Background: an optimization exercise with open tools, aiming at small area, a short achievable clock period and few clock cycles per item. Do not read the settings as production practice.
The RTL was checked by simulation tests, not by an equivalence proof against the original design.
No activity file was given, so power comes from the tool's default toggle rates.

--- design/flow/config.mk ---
export PLATFORM = sky130hd
export DESIGN_NAME = JAM
export DESIGN_NICKNAME = JAM
export VERILOG_FILES = /design/flow/design.v
export SDC_FILE = /design/flow/constraint.sdc
export NUM_CORES = 4
export LEC_CHECK = 0
export CAP_MARGIN = 20
export CORE_MARGIN = 2
export CORE_UTILIZATION = 40
export SLEW_MARGIN = 20
--- design/flow/constraint.sdc ---
create_clock -name core_clock -period 20.0 [get_ports {CLK}]
set_input_delay 4.0000 -clock core_clock [delete_from_list [all_inputs] [get_ports {CLK}]]
set_output_delay 4.0000 -clock core_clock [all_outputs]
set_load 0.01 [all_outputs]
--- design/flow/run.sh ---
#!/bin/bash
# synth_recipe.tcl (not shown) runs the flow's synth.tcl, then flattens the netlist and writes it again
# the make line also repeats each setting of config.mk as NAME=value (left out here)
make -C /OpenROAD-flow-scripts/flow DESIGN_CONFIG=/design/flow/config.mk WORK_HOME=/design/flow/orfs CLKGATE_MAP_FILE= SYNTH_SCRIPT=/design/flow/synth_recipe.tcl finish
--- design/flow/design.v ---
module JAM(
	input wire CLK,
	input wire RST,
	input wire [6:0] Cost,
	output wire [2:0] W,
	output wire [2:0] J,
	output reg [3:0] MatchCount,
	output reg [9:0] MinCost,
	output reg  Valid
);
	localparam [2:0] ST_PRE = 3'd0, ST_PRE2 = 3'd1, ST_X = 3'd2,
	                 ST_X2 = 3'd7, ST_SRCH = 3'd3, ST_ENDW = 3'd4,
	                 ST_FIN = 3'd5, ST_DONE = 3'd6;
	reg [2:0] aw, aj;
	reg [2:0] won, jon;
	assign W = ~won;
	assign J = ~jon;
	reg [2:0] st;
	reg [6:0] cnt;          
	reg [6:0] pc;           
	reg       pv;           
	reg [6:0] Creg;
	reg [6:0] v [0:7];      
	reg [2:0] sid [0:7];
	reg [6:0] su  [0:7];
	reg [2:0] ss  [0:7];
	reg [4:0] sk  [0:7];
	reg [2:0] sj  [0:7];
	reg [6:0] mn, m2;
	reg [2:0] am;
	reg [2:0] d;            
	reg       fpop;         
	reg       sf;           
	reg [7:0] mask;         
	reg       rl, rr;       
	reg       rln, rrn;     
	reg       bv, bpop, bleaf;
	reg [2:0] bj, bfc;
	reg [7:0] buv;
	reg [9:0] D;            
	integer k;
	wire       p1v   = pv && !pc[6];
	wire       p2v   = pv && pc[6];
	wire       first = (pc[2:0] == 3'd0);
	wire [6:0] x     = p2v ? (Creg - v[pc[2:0]]) : Creg;
	wire       lt1   = x < mn;
	wire       lt2   = x < m2;
	wire       sx   = (st == ST_X);
	wire [6:0] gap  = m2 - mn;
	wire [4:0] kn   = (gap > 7'd31) ? 5'd31 : gap[4:0];
	wire [2:0] rn   = sx ? 3'd7 : (pc[5:3] - 3'd1);
	wire       tk   = sx || (p2v && first && pc[5:3] != 3'd0);
	wire       addm = sx || (p2v && first) || (p1v && first && pc != 7'd0);
	reg        iv;
	reg [4:0]  ik;
	reg [6:0]  iu;
	reg [2:0]  ia, ir;
	reg [7:0] ge;
	reg [7:0] put;    
	reg [7:0] shr;    
	always @(*) begin
		for (k = 0; k < 8; k = k + 1)
			ge[k] = (k < ir) && (sk[k] >= ik);
		for (k = 0; k < 8; k = k + 1) begin
			put[k] = !ge[k] && (k == 0 || ge[k-1]);
			shr[k] = !ge[k] && !put[k];
		end
	end
	wire [2:0] sid0 = rl ? sid[1] : rr ? sid[7] : sid[0];
	wire [2:0] sid1 = rl ? sid[2] : rr ? sid[0] : sid[1];
	wire [2:0] sid7 = rl ? sid[0] : rr ? sid[6] : sid[7];
	wire [6:0] su0  = rl ? su[1]  : rr ? su[7]  : su[0];
	wire [2:0] ss0  = rl ? ss[1]  : rr ? ss[7]  : ss[0];
	wire [2:0] ss1  = rl ? ss[2]  : rr ? ss[0]  : ss[1];
	wire [2:0] sj7  = rl ? sj[0]  : rr ? sj[6]  : sj[7];
	function [2:0] low8;    
		input [7:0] a;
		low8 = a[0] ? 3'd0 : a[1] ? 3'd1 : a[2] ? 3'd2 : a[3] ? 3'd3 :
		       a[4] ? 3'd4 : a[5] ? 3'd5 : a[6] ? 3'd6 : 3'd7;
	endfunction
	function [3:0] nextcol;
		input [7:0] m;
		input [2:0] s0;
		input [2:0] c0;
		input       from0;
		reg [7:0] fr, hi, lo, a;
		begin
			fr = ~m;
			lo = fr & ~(8'hff << s0);                  
			if (from0)
				hi = fr & (8'hff << s0);               
			else if (c0 >= s0)
				hi = fr & (8'hfe << c0);               
			else begin
				hi = 8'd0;
				lo = lo & (8'hfe << c0);               
			end
			a = (|hi) ? hi : lo;
			nextcol = {|a, low8(a)};
		end
	endfunction
	wire       srch   = (st == ST_SRCH);
	wire [7:0] onej   = 8'd1 << aj;
	wire [7:0] mask_l = fpop ? (mask & ~onej) : mask;
	wire [3:0] nx     = nextcol(mask_l, ss0, aj, 1'b0);
	wire [3:0] fc     = nextcol(mask | onej, ss1, 3'd0, 1'b1);
	wire       top    = (d == 3'd0);
	wire       fleaf  = (d == 3'd7);
	wire [10:0] thr  = {1'b0, D} + {3'b000, buv};
	wire        gt   = {4'b0000, Creg} > thr;
	wire        eq   = {4'b0000, Creg} == thr;
	wire        bs   = bv && !bpop;
	wire        down = srch && bs && !bleaf && !gt;     
	wire        issue = srch && !down && !sf;           
	wire        wait_ = issue && !fpop && !nx[3] && !fleaf;
	wire        goback = srch && !down && (sf || (issue && !nx[3] && (fleaf || fpop)));
	wire        finish = goback && top;
	wire        back   = goback && !top;
	reg [2:0] aw_n, aj_n;
	always @(*) begin
		aw_n = aw;
		aj_n = aj;
		case (st)
			ST_PRE:
				if (cnt[6] == 1'b0 && cnt[5:0] != 6'd63) begin
					aw_n = cnt[2:0] + 3'd1;
					aj_n = cnt[5:3] + {2'b00, cnt[2:0] == 3'd7};
				end else begin
					aw_n = cnt[5:3] + {2'b00, cnt[2:0] == 3'd7};
					aj_n = cnt[2:0] + 3'd1;
				end
			ST_X2: begin
				aw_n = put[0] ? ir : sid[0];
				aj_n = put[0] ? ia : ss[0];
			end
			ST_SRCH:
				if (down) begin
					aj_n = bfc;
					aw_n = sid1;
				end else if (back) begin
					aj_n = sj7;
					aw_n = sid7;
				end else if (issue && nx[3])
					aj_n = nx[2:0];
			default: ;
		endcase
	end
	always @(posedge CLK or posedge RST) begin
		if (RST) begin
			st <= ST_PRE;
			cnt <= 7'd0;
			pv <= 1'b0;
			aw <= 3'd0;
			aj <= 3'd0;
			won <= 3'b111;
			jon <= 3'b111;
			d <= 3'd0;
			mask <= 8'd0;
			fpop <= 1'b0;
			sf <= 1'b0;
			bv <= 1'b0;
			rl <= 1'b0;
			rr <= 1'b0;
			rln <= 1'b1;
			rrn <= 1'b1;
			iv <= 1'b0;
			Valid <= 1'b0;
			D <= 10'h3ff;
			MatchCount <= 4'd0;
		end else begin
			aw <= aw_n;
			aj <= aj_n;
			won <= ~aw_n;
			jon <= ~aj_n;
			rl <= down;
			rr <= back;
			rln <= !down;
			rrn <= !back;
			iv <= tk;
			Valid <= (st == ST_FIN) || (st == ST_DONE);
			pv <= (st == ST_PRE);
			bv <= issue;
			case (st)
				ST_PRE: begin
					cnt <= cnt + 7'd1;
					if (cnt == 7'd127) st <= ST_PRE2;
				end
				ST_PRE2: st <= ST_X;
				ST_X: st <= ST_X2;
				ST_X2: begin
					st <= ST_SRCH;
				end
				ST_SRCH: begin
					sf <= wait_;
					if (down) begin
						d <= d + 3'd1;
						mask <= mask | (8'd1 << bj);
						fpop <= 1'b0;
					end else if (goback) begin
						if (top) st <= ST_ENDW;
						else begin
							d <= d - 3'd1;
							fpop <= 1'b1;
						end
						if (issue) mask <= mask_l;
					end else if (issue) begin
						mask <= mask_l;
						if (nx[3]) begin
							fpop <= 1'b0;
						end
					end
				end
				ST_ENDW: st <= ST_FIN;
				ST_FIN: st <= ST_DONE;
				default: ;
			endcase
			if (bv && bpop)
				D <= D - {2'b00, buv} + {3'b000, Creg};
			else if (down)
				D <= thr[9:0] - {3'b000, Creg};
			else if (bs && bleaf && !gt) begin
				if (eq) MatchCount <= MatchCount + 4'd1;
				else begin
					D <= {3'b000, Creg} - {2'b00, buv};
					MatchCount <= 4'd1;
				end
			end
		end
	end
	always @(posedge CLK) begin
		Creg <= Cost;
		pc <= cnt;
		if (tk) begin
			ik <= kn; iu <= mn; ia <= am; ir <= rn;
		end
		bpop <= fpop;
		bleaf <= fleaf && !fpop;
		bj <= aj;
		bfc <= fc[2:0];
		buv <= su0 + v[aj];
		if (p1v || p2v) begin
			if (first) begin
				mn <= x; m2 <= 7'h7f; am <= 3'd0;
			end else if (lt1) begin
				mn <= x; m2 <= mn; am <= pc[2:0];
			end else if (lt2) begin
				m2 <= x;
			end
		end
		if (p1v && pc[2:0] == 3'd7)
			v[pc[5:3]] <= lt1 ? x : mn;
		if (p1v && pc == 7'd0)
			MinCost <= 10'd0;
		else if (addm)
			MinCost <= MinCost + {3'b000, mn};
		else if (st == ST_FIN)
			MinCost <= MinCost + D;
		for (k = 0; k < 8; k = k + 1) begin
			if (iv) begin
				if (put[k]) begin
					sid[k] <= ir; su[k] <= iu; ss[k] <= ia; sk[k] <= ik;
				end else if (shr[k]) begin
					sid[k] <= sid[(k+7)%8]; su[k] <= su[(k+7)%8];
					ss[k] <= ss[(k+7)%8];   sk[k] <= sk[(k+7)%8];
				end
			end else if (!rln) begin
				sid[k] <= sid[(k+1)%8]; su[k] <= su[(k+1)%8];
				ss[k] <= ss[(k+1)%8];   sj[k] <= sj[(k+1)%8];
			end else if (!rrn) begin
				sid[k] <= sid[(k+7)%8]; su[k] <= su[(k+7)%8];
				ss[k] <= ss[(k+7)%8];   sj[k] <= sj[(k+7)%8];
			end
		end
		if (down)
			sj[0] <= bj;
	end
endmodule
==> run notes <==
registers in the layout, summed over array words and instances (netlist names), 8 cells and up, named ones only:
name	count
mask	8
buv	8
sj	24
sid	24
ss	24
sk	35
su	56
MinCost	10
v	56
D	10
cell families (layout without fill, tap and decap cells):
group,Yosys count,in the layout,synth area share
AO/OA/AOI/OAI,547,547,0.1628
XOR/XNOR,56,56,0.02245
adder cells (fa/ha/maj),146,146,0.08878
buffers and inverters,252,262,0.04496
flip-flops,351,351,0.4521
multiplexers,218,218,0.1198
AND/OR/NAND/NOR,494,494,0.1091
per-stage QoR:
| stage | worst slack, ns | power [mW] | instance area, µm² |
|---|---|---|---|
| floorplan | 14.63 | 1.122 | 21840 |
| global placement | 14.17 | 1.213 | 22730 |
| detailed placement | 14.06 | 1.222 | 22730 |
| CTS | 14.07 | 2.022 | 24150 |
| global route | 13.77 | 2.096 | 24150 |
| finish | 14.27 | 2.000 | 24150 |
report_power, final:
part           switching [mW]  leakage [nW]  internal, mW
clock                   0.317         0.685         0.477
sequential             0.0345          2.92         0.842
combinational           0.179          5.52         0.151
cell usage in the layout, fill, tap and decap left out, drive strengths merged, types with 15 or more instances in the layout:
cell type	instances
nand2	155
buf	19
nand3	18
mux4	28
clkdlybuf4s50	29
nand2b	24
a31oi	15
dfstp	18
mux2	64
fa	15
nor2b	77
a21oi	156
mux2i	126
o21ai	117
dfrtp	39
a211oi	66
edfxtp	254
ha	131
clkbuf	50
dfxtp	40
nor3	18
xnor2	36
o22ai	32
inv	140
clkinv	15
a21o	41
nor2	139
xor2	20
metal layers:
metal	wire (µm)	up-vias	global-route usage
met1	25600	7721	0.2733
met4	1713	2	0.07509
met5	11	-	0
li1	-	7556	-
met3	2862	107	0.02880
met2	26360	418	0.3265
worst max-delay path by stage:
stage	startpoint	end	slack (ns)	depth (start not counted)
after global placement	pc[0]	m2[1]	14.17	15
after floorplan	RST	MatchCount[0]	14.63	1
after global routing	pc[1]	m2[1]	13.77	18
after CTS	pc[0]	m2[1]	14.07	18
after detailed placement	pc[0]	m2[1]	14.06	18
final	pc[1]	m2[1]	14.27	18
layout make-up:
cell class / count / area (µm²) / share of cell area
clock buffer: 50 / 1112 / 0.04606
clock inverter: 26 / 306.5 / 0.01269
inverter: 138 / 518.0 / 0.02145
multi-input combinational: 1461 / 11020 / 0.4564
sequential: 351 / 9886 / 0.4094
tap: 696 / 870.8 / 0.03606
timing repair buffer: 48 / 432.9 / 0.01793
worst max-delay path: stages (launching register included):
cell and delay [ns]:
dfxtp_1 0.88, mux4_2 0.34, mux2_2 0.15, ha_1 0.14
inv_1 0.06, fa_1 0.40, a21o_1 0.18, a21oi_1 0.25
o21bai_1 0.10, a21oi_1 0.18, xor2_1 0.15, nor2_1 0.06
xnor2_1 0.41, ha_1 0.34, a21oi_1 0.14, o31a_1 0.73
or2_2 0.37, a21oi_1 0.07, nor2_1 0.41
==> run notes <==
Place:
- The number of input and output port buffers inserted is 29.
- The global placer's final weighted congestion is 0.8788.
- The number of cells in the design after placement is 2,694.
- The placed wire-length estimate is 39,680 µm.

Setup path:
- The slack of the worst reg-to-reg path is 14.27 ns.
- The startpoint of the most critical register-to-register path is pc[1].
- The worst register-to-register path ends at m2[1].
- The kind of start point of the critical path is a register.
- In this run the worst path has a maximum fanout of 21.
- The startpoint-to-endpoint class of the critical path is register to register.
- Data on the critical path is required at its endpoint by 20.19 ns.
- At the worst endpoint, the arrival time is 5.92 ns.
- The path depth of the worst reg2reg path is 18.
- The type of element capturing the critical path is a register.

Die:
- The floorplan step set the die width to 237.7 µm.
- After floorplanning, the core was sized to cover 0.05392 mm².
- For this configuration, the core starts out at a cell density of 0.4051.
- During I/O placement, the number of pins put on the boundary was 30.
- Measured along the y axis, the die boundary spans 237.7 µm.
- The die covers 0.05650 mm².
- The number of placement rows is 85.

Pwr:
- For this design the ratio of total power to cell area is 82.83 mW/mm².
- The worst IR drop on VDD is 55.81 µV.
- For this design the static power due to leakage is 9.128 nW.

Yosys:
- The number of synthesized register bits is 351.
- Of the post-synthesis cell area, the dominant cell type holds 0.3492.
- The largest area contributor in the synthesized netlist is edfxtp_1.
- In the post-synthesis netlist, the biggest area contributors are edfxtp_1 (35%), ha_1 (7.5%), mux2i_1 (5.8%), dfrtp_1 (4.5%), dfxtp_1 (3.7%).
- In the synthesized netlist the dominant register cell turns out to be edfxtp_1.
- The cell area that synthesis handed to floorplanning was 0.02184 mm².
- The average instance area after synthesis is 10.58 µm².
- Yosys printed 7 warnings.
- The post-synthesis net count is 2,219.
- The part of the Yosys area used for sequential elements is 0.4521.
- After synthesis, the share of flip-flops with an asynchronous set or reset is 0.1624.
- The number of instances in the synthesized netlist is 2,064.
- The number of enable flip-flop cells after synthesis is 254.
- Counting instances in the post-synthesis netlist gives the leading cell types as edfxtp_1 (254), a21oi_1 (156), nand2_1 (155).
- The most instantiated library cell after synthesis is edfxtp_1.
- Yosys mapped the design onto 86 distinct sky130hd cell types.

STA:
- The ratio of final minimum period to clock period is 0.2865.
- Setup repair after global routing left no endpoint under its margin.
- The final critical-path required period is 5.730 ns.
- Setup violations remaining at the end of the flow were counted as 0.
- Setup total negative slack on the finished layout was measured at 0 ns.
- The number of endpoints with negative hold slack in the final report came to 0.
- For the pin with the worst max-slew slack, the measured transition is 1.094 ns.
- The worst pin sits at a relative slew slack of 0.2709.
- The worst clock skew on the final layout is 0.01548 ns.
- The count of final max-slew check failures came to 0.
- The fmax is 0.1745 GHz.
- The final-layout worst hold slack is 0.4384 ns.

Outcome:
- The run finished with no timing, DRC or antenna violations.

Worst hold path:
- The class of the most critical hold timing path is register to register.
- The hold path startpoint is am[1].
- For hold timing, the worst endpoint is ia[1].
- The count of cells along the worst hold path is 0.

Cells and area:
- The antenna diode count is 0.
- Of the cells placed in the final design, the portion with a size suffix greater than 1 is 0.1109.
- Excluding fillers, the count of instances in the completed layout stands at 2,770.
- Measured on the finished design, the core utilization comes to 0.4478.
- Compared with the post-synthesis result, the final layout area differs by 10.54%.
- The fill cell instance count of the final layout is 4,992.
- The net count of the finished layout is 2,196.

Run:
- The max capacitance violation total is 0.

Global routing:
- After global routing the overflow that remains totals 0.
- Entering global routing, the biggest net connects 103 pins.
- The first-pass GRT wire length is 89,120 µm.
- The via count of the first global-routing pass is 15,690.
- The global routing usage summed across all routing layers is 0.2012.
- The initial antenna violation count is 1.

Clock tree:
- After clock tree synthesis, the clock-pin slew on the worst setup and hold paths is 0.06 ns.
- The clock network latency to the later pin of the worst-skew pair is 0.56 ns.
- In this run, CTS created clock tree buffers numbering 41.
- In this run the number of H-tree levels came out at 2.
- The post-CTS setup buffer count is 0.
- The clock tree from TritonCTS is done.
- For this design, the sink count on the clock tree is 351.
- The number of gates resized after CTS was 0.
- The buffer type at the clock tree root is clkbuf_16.
- Counting along the longest clock path gives a buffer depth of 3.
- After clock tree synthesis, the flow added hold-fix buffers numbering 0.

Detailed routing:
- After detailed routing, the average wire length per cell comes to 20.41 µm.
- Detailed routing inserted a total of 15,800 vias.
- The number of detailed-route iterations in the first pass is 6.
- The final layout contains routed wiring with a total length of 56,550 µm.
- After detailed routing, the number of vias per cell comes to 5.705.
- In the routed design, unresolved DRC markers number 0.
- The DRC violation total after the first TritonRoute iteration is 1,340.
- The detail route stage leaves a number of antenna-violating nets equal to 0.
Testbench counts, summed over its fixed seeds: cycles 6,794, items 24.

re-timing with driven ports:
The flow's constraints put no driver on any port. The routed layout listed below was extracted and timed again, unchanged, in two steps. Step 1 sets driving cells, clkbuf_16 on the clock port and buf_2 on the other inputs (assumed; they add their load-dependent delay and slew). Step 2 times the ports against the registers' clock, not the clock port: input delays grow and output delays shrink by t, the midpoint of the rising clock arrivals with the driver on. Slacks: ideal / step 1 / step 2; pairs: ideal / step 1.
t (ns): 0.617
slack for setup (ns): 14.270 / 14.270 / 14.270
clock arrival spread, ns: 0.017 / 0.017
worst data-port slew with drivers (ns): 0.03
After both steps setup and hold are still met in this run. For this run, drivers alone change the setup slack by 0.000 ns; drivers and shift together by 0.000 ns.
